From an optimization exercise on the open Yosys and OpenROAD flow, aimed at small area and a short achievable clock period; shortcuts taken in it are not production practice.
Where RTL was checked, it was by simulation tests only, not by an equivalence proof against the original.
Power and IR drop assume default switching activity.

job 101:
## alu_top
module alu_top(CLK, OP1, OP2, OPRN, OUT, ZERO);
	input CLK;
	input [31:0] OP1;
	input [31:0] OP2;
	input [5:0] OPRN;
	output [31:0] OUT;
	output ZERO;
	reg [31:0] op1_q, op2_q;
	reg [5:0] oprn_q;
	reg [31:0] out_q;
	reg zero_q;
	wire [31:0] alu_out;
	wire alu_zero;
	ALU alu_inst(alu_out, alu_zero, op1_q, op2_q, oprn_q);
	always @(posedge CLK) begin
		op1_q <= OP1;
		op2_q <= OP2;
		oprn_q <= OPRN;
		out_q <= alu_out;
		zero_q <= alu_zero;
	end
	assign OUT = out_q;
	assign ZERO = zero_q;
endmodule
For scale: roughly 17000 um2 of cells after synthesis.
clock: 29.5 ns
lec_check: 0
cap_margin: 20
core_margin: 2
core_utilization: 40
cts_buf_list: sky130_fd_sc_hd__clkbuf_8
slew_margin: 20
synth_hierarchical: 1
synth_minimum_keep_size: 0
standard.sh (not shown) runs the stock make flow with config.mk's settings and CLKGATE_MAP_FILE= SYNTH_SCRIPT=/design/flow/synth_recipe.tcl, a recipe that flattens the netlist after the stock synthesis.
==> flow/flow/run.sh <==
#!/bin/bash
set -euo pipefail
bash standard.sh "BUFFER_PORTS_ARGS=-buffer_cell sky130_fd_sc_hd__buf_1" SETUP_SLACK_MARGIN=22.5 REMOVE_ABC_BUFFERS=1 finish > standard_flow.log 2>&1
[inputs] job 102 vs job 101
Settings: ABC_AREA newly set to 1; CAP_MARGIN changed from 20 to 0; SLEW_MARGIN changed from 20 to 0.
==> flow/flow/run.sh <==
#!/bin/bash
set -euo pipefail
bash standard.sh "BUFFER_PORTS_ARGS=-buffer_cell sky130_fd_sc_hd__buf_1" SETUP_SLACK_MARGIN=22.6 finish > standard_flow.log 2>&1
==> results.txt <==
- Looking at highest achievable clock rate, job 102 sits about 1.6% above job 101.
- Worst hold slack after final layout (lower): job 102
- Going from job 101 to job 102, total of fill cells in the finished design saw an increase, setup slack saw an increase.
- Power: job 102 vs job 101 up about 3.8%
- Global-route usage: higher on job 102
- Job 102 — fraction of area in clock buffers and inverters 0.31 points lower, job 101 as reference
- Mean cell area of the mapped netlist ended up about 24% lower on job 102 than on job 101.
- Looking at final critical-path share of the clock period, job 102 sits 0.37 points lower than job 101 does.
- Maximum fanout along the worst path was lower in the run labelled job 102.
Relative to job 102, the following input files were edited for job 103:
Settings: clearing ABC_AREA, which used to be 1.
==> flow/flow/run.sh <==
#!/bin/bash
set -euo pipefail
bash standard.sh "BUFFER_PORTS_ARGS=-buffer_cell sky130_fd_sc_hd__buf_1" SETUP_SLACK_MARGIN=22.5 finish > standard_flow.log 2>&1
Results
- Job 103 reached the final stage; the timing, design-rule and antenna checks on its layout passed.
- Job 103 vs. job 102: global-route usage lost 2.1 points; routed length on met3 picked up an extra 4.3%.
- Critical path depth for job 103: 22 up relative to job 102
- For job 102, the worst setup path endpoint was OUT[21], unlike job 103, where it was out_q[0].
- From job 102 to job 103 the numbers moved as follows: floorplan core area shrank by about 9%, layout-stage area growth over the synthesis result shrank by 2.3 points, power density normalized to cell area grew by 7.5%, overall power consumption shrank by 60 uW.
- As of job 103, leakage power summed over all cells had fallen by more than a quarter compared to job 102.
- The higher portion of total power attributed to the clock network came out of job 103.
- Side by side, wire length of the first global-routing pass turned out lower in job 103 than in job 102.
Input-level comparison between job 104 and job 103:
Settings: swapping 0 for 20 in CAP_MARGIN; swapping 0 for 20 in SLEW_MARGIN.
==> flow/flow/run.sh <==
#!/bin/bash
set -euo pipefail
bash standard.sh "BUFFER_PORTS_ARGS=-buffer_cell sky130_fd_sc_hd__buf_1" SETUP_SLACK_MARGIN=22.7 finish > standard_flow.log 2>&1
Findings:
Re met3 track utilization from global routing: job 104 and job 103 aren't equal, and the higher value belongs to job 104.
Total placed instance area across job 104 and job 103: no real change.
Relative to job 103, time the final worst path needs with I/O delays and setup has gone down in job 104.
Higher clock input transition at the sequential cells of the worst setup and hold paths was reported by job 104, not job 103.
Job 103 → job 104: post-layout utilization of the core rose by 1.5 points; largest net degree at the start of global routing lost 1; total stage count of the critical path decreased by 22 relative to the old numbers.
Job 104 vs job 103: delay of the slowest cell on the worst path down
The standard cells in job 104 occupy more silicon area than those in job 103 do.
Max non-clock buffer area fraction after layout across job 104 and job 103: job 104
The HPWL after detailed placement of job 103 and that of job 104 are within noise of each other.
For job 105, these inputs were changed with respect to job 104:
==> flow/flow/run.sh <==
#!/bin/bash
set -euo pipefail
bash standard.sh "BUFFER_PORTS_ARGS=-buffer_cell sky130_fd_sc_hd__buf_1" SETUP_SLACK_MARGIN=22.5 finish > standard_flow.log 2>&1
==> results.txt <==
Comparing peak per-stage delay on the critical path for job 104 and job 105, the smaller number came from job 104.
Slowest cell on the critical path = fa_1: job 105; slowest cell on the critical path = dfxtp_1: job 104
Non-clock buffer count: job 105 vs job 104 down 16
For job 104, the capturing instance or port of the critical path was OUT[19], unlike job 105, where it was out_q[0].
Share of power burned in combinational logic: job 105 < job 104
Job 104 has a higher utilization than job 105.
Summary of the comparison: met3 routed wirelength is lower in job 105, relative to job 104.
Delta (job 105 minus job 104): share of the cycle needed by the critical path after routing has increased; hold buffer count at cts held; number of violations reported at the end of detailed-routing iteration 0 increased by 131 relative to the old numbers; multi-input logic portion of the cell area shows an increase of 0.83 points; final area decreased by about 2.5% relative to the old numbers.
Compared with job 104, job 105 shows a lower overall power consumption.


alu_top, a different RTL version from the one above (not shown whole).
Size in the first run: roughly 1900 cells after synthesis, about 100 I/O pins.
Design alu_top, start of the top module:
module alu_top(CLK, OP1, OP2, OPRN, OUT, ZERO);
	input CLK;
	input [31:0] OP1;
	input [31:0] OP2;
	input [5:0] OPRN;
	output [31:0] OUT;
	output ZERO;
	reg [31:0] op1_q, op2_q;
	reg [5:0] oprn_q;
	reg [31:0] out_q;
	reg zero_q;
	wire [31:0] alu_out;
	wire alu_zero;
	ALU alu_inst(alu_out, alu_zero, op1_q, op2_q, oprn_q);
	always @(posedge CLK) begin
		op1_q <= OP1;
		op2_q <= OP2;
		oprn_q <= OPRN;
		out_q <= alu_out;
		zero_q <= alu_zero;
	end
	assign OUT = out_q;
	assign ZERO = zero_q;
endmodule
==> flow/config.mk <==
export PLATFORM = sky130hd
export DESIGN_NAME = alu_top
export DESIGN_NICKNAME = alu_top
export VERILOG_FILES = /design/flow/design.v
export SDC_FILE = /design/flow/constraint.sdc
export NUM_CORES = 4
export LEC_CHECK = 0
export CAP_MARGIN = 20
export CORE_MARGIN = 2
export CORE_UTILIZATION = 40
export SLEW_MARGIN = 20
export SYNTH_HIERARCHICAL = 1
export SYNTH_MINIMUM_KEEP_SIZE = 0
==> flow/constraint.sdc <==
create_clock -name core_clock -period 29.5 [get_ports {CLK}]
set_input_delay 5.9000 -clock core_clock [delete_from_list [all_inputs] [get_ports {CLK}]]
set_output_delay 5.9000 -clock core_clock [all_outputs]
set_load 0.01 [all_outputs]
==> flow/flow/run.sh <==
#!/bin/bash
set -euo pipefail
bash standard.sh SETUP_SLACK_MARGIN=23 finish > standard_flow.log 2>&1
Edit:
==> flow/flow/run.sh (replaced) <==
#!/bin/bash
set -euo pipefail
bash standard.sh SETUP_SLACK_MARGIN=21 finish > standard_flow.log 2>&1
What happened:
- combinational power is lower by 30%
- global-route usage is lower by 3.8 points
- core utilization is lower by 9.1 points
- clock-buffer cell count stays the same
- final area is lower by 16%
- flip-flop and latch count stays the same
No run of this note included a check of the RTL's function; only the layout flow was run.


alu_top, a different RTL version from the one above (not shown whole).
// alu_top
module alu_top(CLK, OP1, OP2, OPRN, OUT, ZERO);
	input CLK;
	input [31:0] OP1;
	input [31:0] OP2;
	input [5:0] OPRN;
	output [31:0] OUT;
	output ZERO;
	reg [31:0] op1_q, op2_q;
	reg [5:0] oprn_q;
	reg [31:0] out_q;
	reg zero_q;
	wire [31:0] alu_out;
	wire alu_zero;
	ALU alu_inst(alu_out, alu_zero, op1_q, op2_q, oprn_q);
	always @(posedge CLK) begin
		op1_q <= OP1;
		op2_q <= OP2;
		oprn_q <= OPRN;
		out_q <= alu_out;
		zero_q <= alu_zero;
	end
	assign OUT = out_q;
	assign ZERO = zero_q;
endmodule
export LEC_CHECK = 0
export CAP_MARGIN = 20
export CORE_MARGIN = 2
export CORE_UTILIZATION = 40
export CTS_BUF_LIST = sky130_fd_sc_hd__clkbuf_8
export SLEW_MARGIN = 20
export SYNTH_HIERARCHICAL = 1
export SYNTH_MINIMUM_KEEP_SIZE = 0
create_clock -name core_clock -period 29.5 [get_ports {CLK}]
==> flow/flow/run.sh <==
#!/bin/bash
set -euo pipefail
bash standard.sh "BUFFER_PORTS_ARGS=-buffer_cell sky130_fd_sc_hd__buf_1" SETUP_SLACK_MARGIN=22.5 finish > standard_flow.log 2>&1
Then changed:
- CTS_BUF_LIST: sky130_fd_sc_hd__clkbuf_8 -> default
Outcome: Routed wire length is higher by 0.97%; maximum frequency grows by 2.0%; first-iteration DRC count went down by 1.3%; clock power went up by 37%; core utilization increases by 0.58 points; worst setup slack improves by 0.13 ns.
Then changed:
==> flow/flow/run.sh (replaced) <==
#!/bin/bash
set -euo pipefail
bash standard.sh "BUFFER_PORTS_ARGS=-buffer_cell sky130_fd_sc_hd__buf_1" SETUP_SLACK_MARGIN=22 finish > standard_flow.log 2>&1
The new run passed the timing, design-rule and antenna checks.
Synthesized cell count is unchanged.
Clock power hardly moves.
Final cell count fell slightly.
Setup slack degrades by 0.41 ns.
Power went down by a few percent.
Area after synthesis stays the same.
Count of clock-buffer cells in the layout stays the same.
Non-clock buffer count fell by 27.
Wire length goes down by a few percent.


RTL: one of the versions met above, not the one the previous note started from.
Size in the first run: about 1800 cells after synthesis, roughly 100 I/O pins, about 17000 µm² of cells after synthesis.
Settings: LEC_CHECK=0, CAP_MARGIN=0, CORE_MARGIN=2, CORE_UTILIZATION=40, CTS_BUF_LIST=sky130_fd_sc_hd__clkbuf_8, SLEW_MARGIN=0, SYNTH_HIERARCHICAL=1, SYNTH_MINIMUM_KEEP_SIZE=0; clock period 29.5 ns.
==> flow/flow/run.sh <==
#!/bin/bash
set -euo pipefail
bash standard.sh "BUFFER_PORTS_ARGS=-buffer_cell sky130_fd_sc_hd__buf_1" SETUP_SLACK_MARGIN=22.6 finish > standard_flow.log 2>&1
Edit:
==> flow/flow/run.sh (replaced) <==
#!/bin/bash
set -euo pipefail
bash standard.sh "BUFFER_PORTS_ARGS=-buffer_cell sky130_fd_sc_hd__buf_1" SETUP_SLACK_MARGIN=22.5 finish > standard_flow.log 2>&1
- CAP_MARGIN: 0 -> 20
- CTS_BUF_LIST: sky130_fd_sc_hd__clkbuf_8 -> not set
- SLEW_MARGIN: 0 -> 20
Die area stays the same.
Non-clock buffer count grows by 9.
Design area went up slightly.
Wire length went up slightly.
Fmax fell slightly.
Total power is higher slightly.
Via count increases slightly.
Global-route usage is lower by 0.32 points.
Edit:
- CTS_BUF_LIST: not set -> sky130_fd_sc_hd__clkbuf_8
- PLACE_DENSITY: not set -> 0.75
After rerunning:
- register-to-register slack is better by 0.03 ns
- maximum frequency increases by 0.38%
- die area does not change
- worst setup slack improves by 0.026 ns
- clock skew rises by 0.0065 ns
- utilization stays flat
- critical path depth came out higher by 5
- design area stays flat

-- re-timing with driven ports --
In the flow no input, the clock included, has a driving cell. The finished layouts below were timed again as built, in two steps. Step 1: set_driving_cell puts a clkbuf_16 on CLK and a buf_2 on each other input, an assumption about the parent block. Step 2 times the ports against the registers' clock, not the clock port: input delays grow and output delays shrink by t, the midpoint of the rising clock arrivals with the driver on. Three values: ideal, step 1, step 2; two values: the first two.
| run | shift t [ns] | setup WS [ns] | hold slack, ns | clock arrival spread, ns | worst register clock-pin slew, ns |
|---|---|---|---|---|---|
| job 101 | 0.488 | 22.633 / 22.619 / 22.633 | 0.838 / 0.838 / 0.838 | 0.030 / 0.031 | 0.12 / 0.12 |
| job 102 | 0.430 | 22.743 / 22.697 / 22.857 | 0.829 / 0.829 / 0.829 | 0.021 / 0.022 | 0.11 / 0.11 |
| job 103 | 0.415 | 22.585 / 22.585 / 22.585 | 0.922 / 0.922 / 0.922 | 0.023 / 0.023 | 0.11 / 0.11 |
| job 104 | 0.421 | 22.712 / 22.681 / 22.765 | 0.894 / 0.894 / 0.894 | 0.024 / 0.024 | 0.12 / 0.12 |
| job 105 | 0.422 | 22.594 / 22.594 / 22.594 | 0.904 / 0.904 / 0.904 | 0.024 / 0.024 | 0.11 / 0.11 |
| the first run of note 2 | 0.397 | 22.077 / 22.077 / 22.077 | 0.752 / 0.752 / 0.752 | 0.009 / 0.009 | 0.08 / 0.08 |
| the second run of note 2 | 0.390 | 21.240 / 21.240 / 21.240 | 0.731 / 0.731 / 0.731 | 0.014 / 0.015 | 0.08 / 0.08 |
| the first run of note 3 | 0.409 | 22.536 / 22.536 / 22.536 | 0.879 / 0.879 / 0.879 | 0.013 / 0.013 | 0.10 / 0.10 |
| the second run of note 3 | 0.389 | 22.670 / 22.670 / 22.670 | 0.882 / 0.882 / 0.882 | 0.007 / 0.008 | 0.07 / 0.07 |
| the third run of note 3 | 0.386 | 22.257 / 22.257 / 22.257 | 0.872 / 0.872 / 0.872 | 0.006 / 0.007 | 0.07 / 0.07 |
| the first run of note 4 | 0.411 | 22.680 / 22.674 / 22.680 | 0.890 / 0.890 / 0.890 | 0.024 / 0.023 | 0.11 / 0.11 |
| the second run of note 4 | 0.387 | 22.589 / 22.589 / 22.589 | 0.899 / 0.899 / 0.899 | 0.015 / 0.015 | 0.08 / 0.08 |
| the third run of note 4 | 0.409 | 22.615 / 22.615 / 22.615 | 0.878 / 0.878 / 0.878 | 0.022 / 0.021 | 0.12 / 0.12 |
After both steps setup and hold are still met in every run listed.
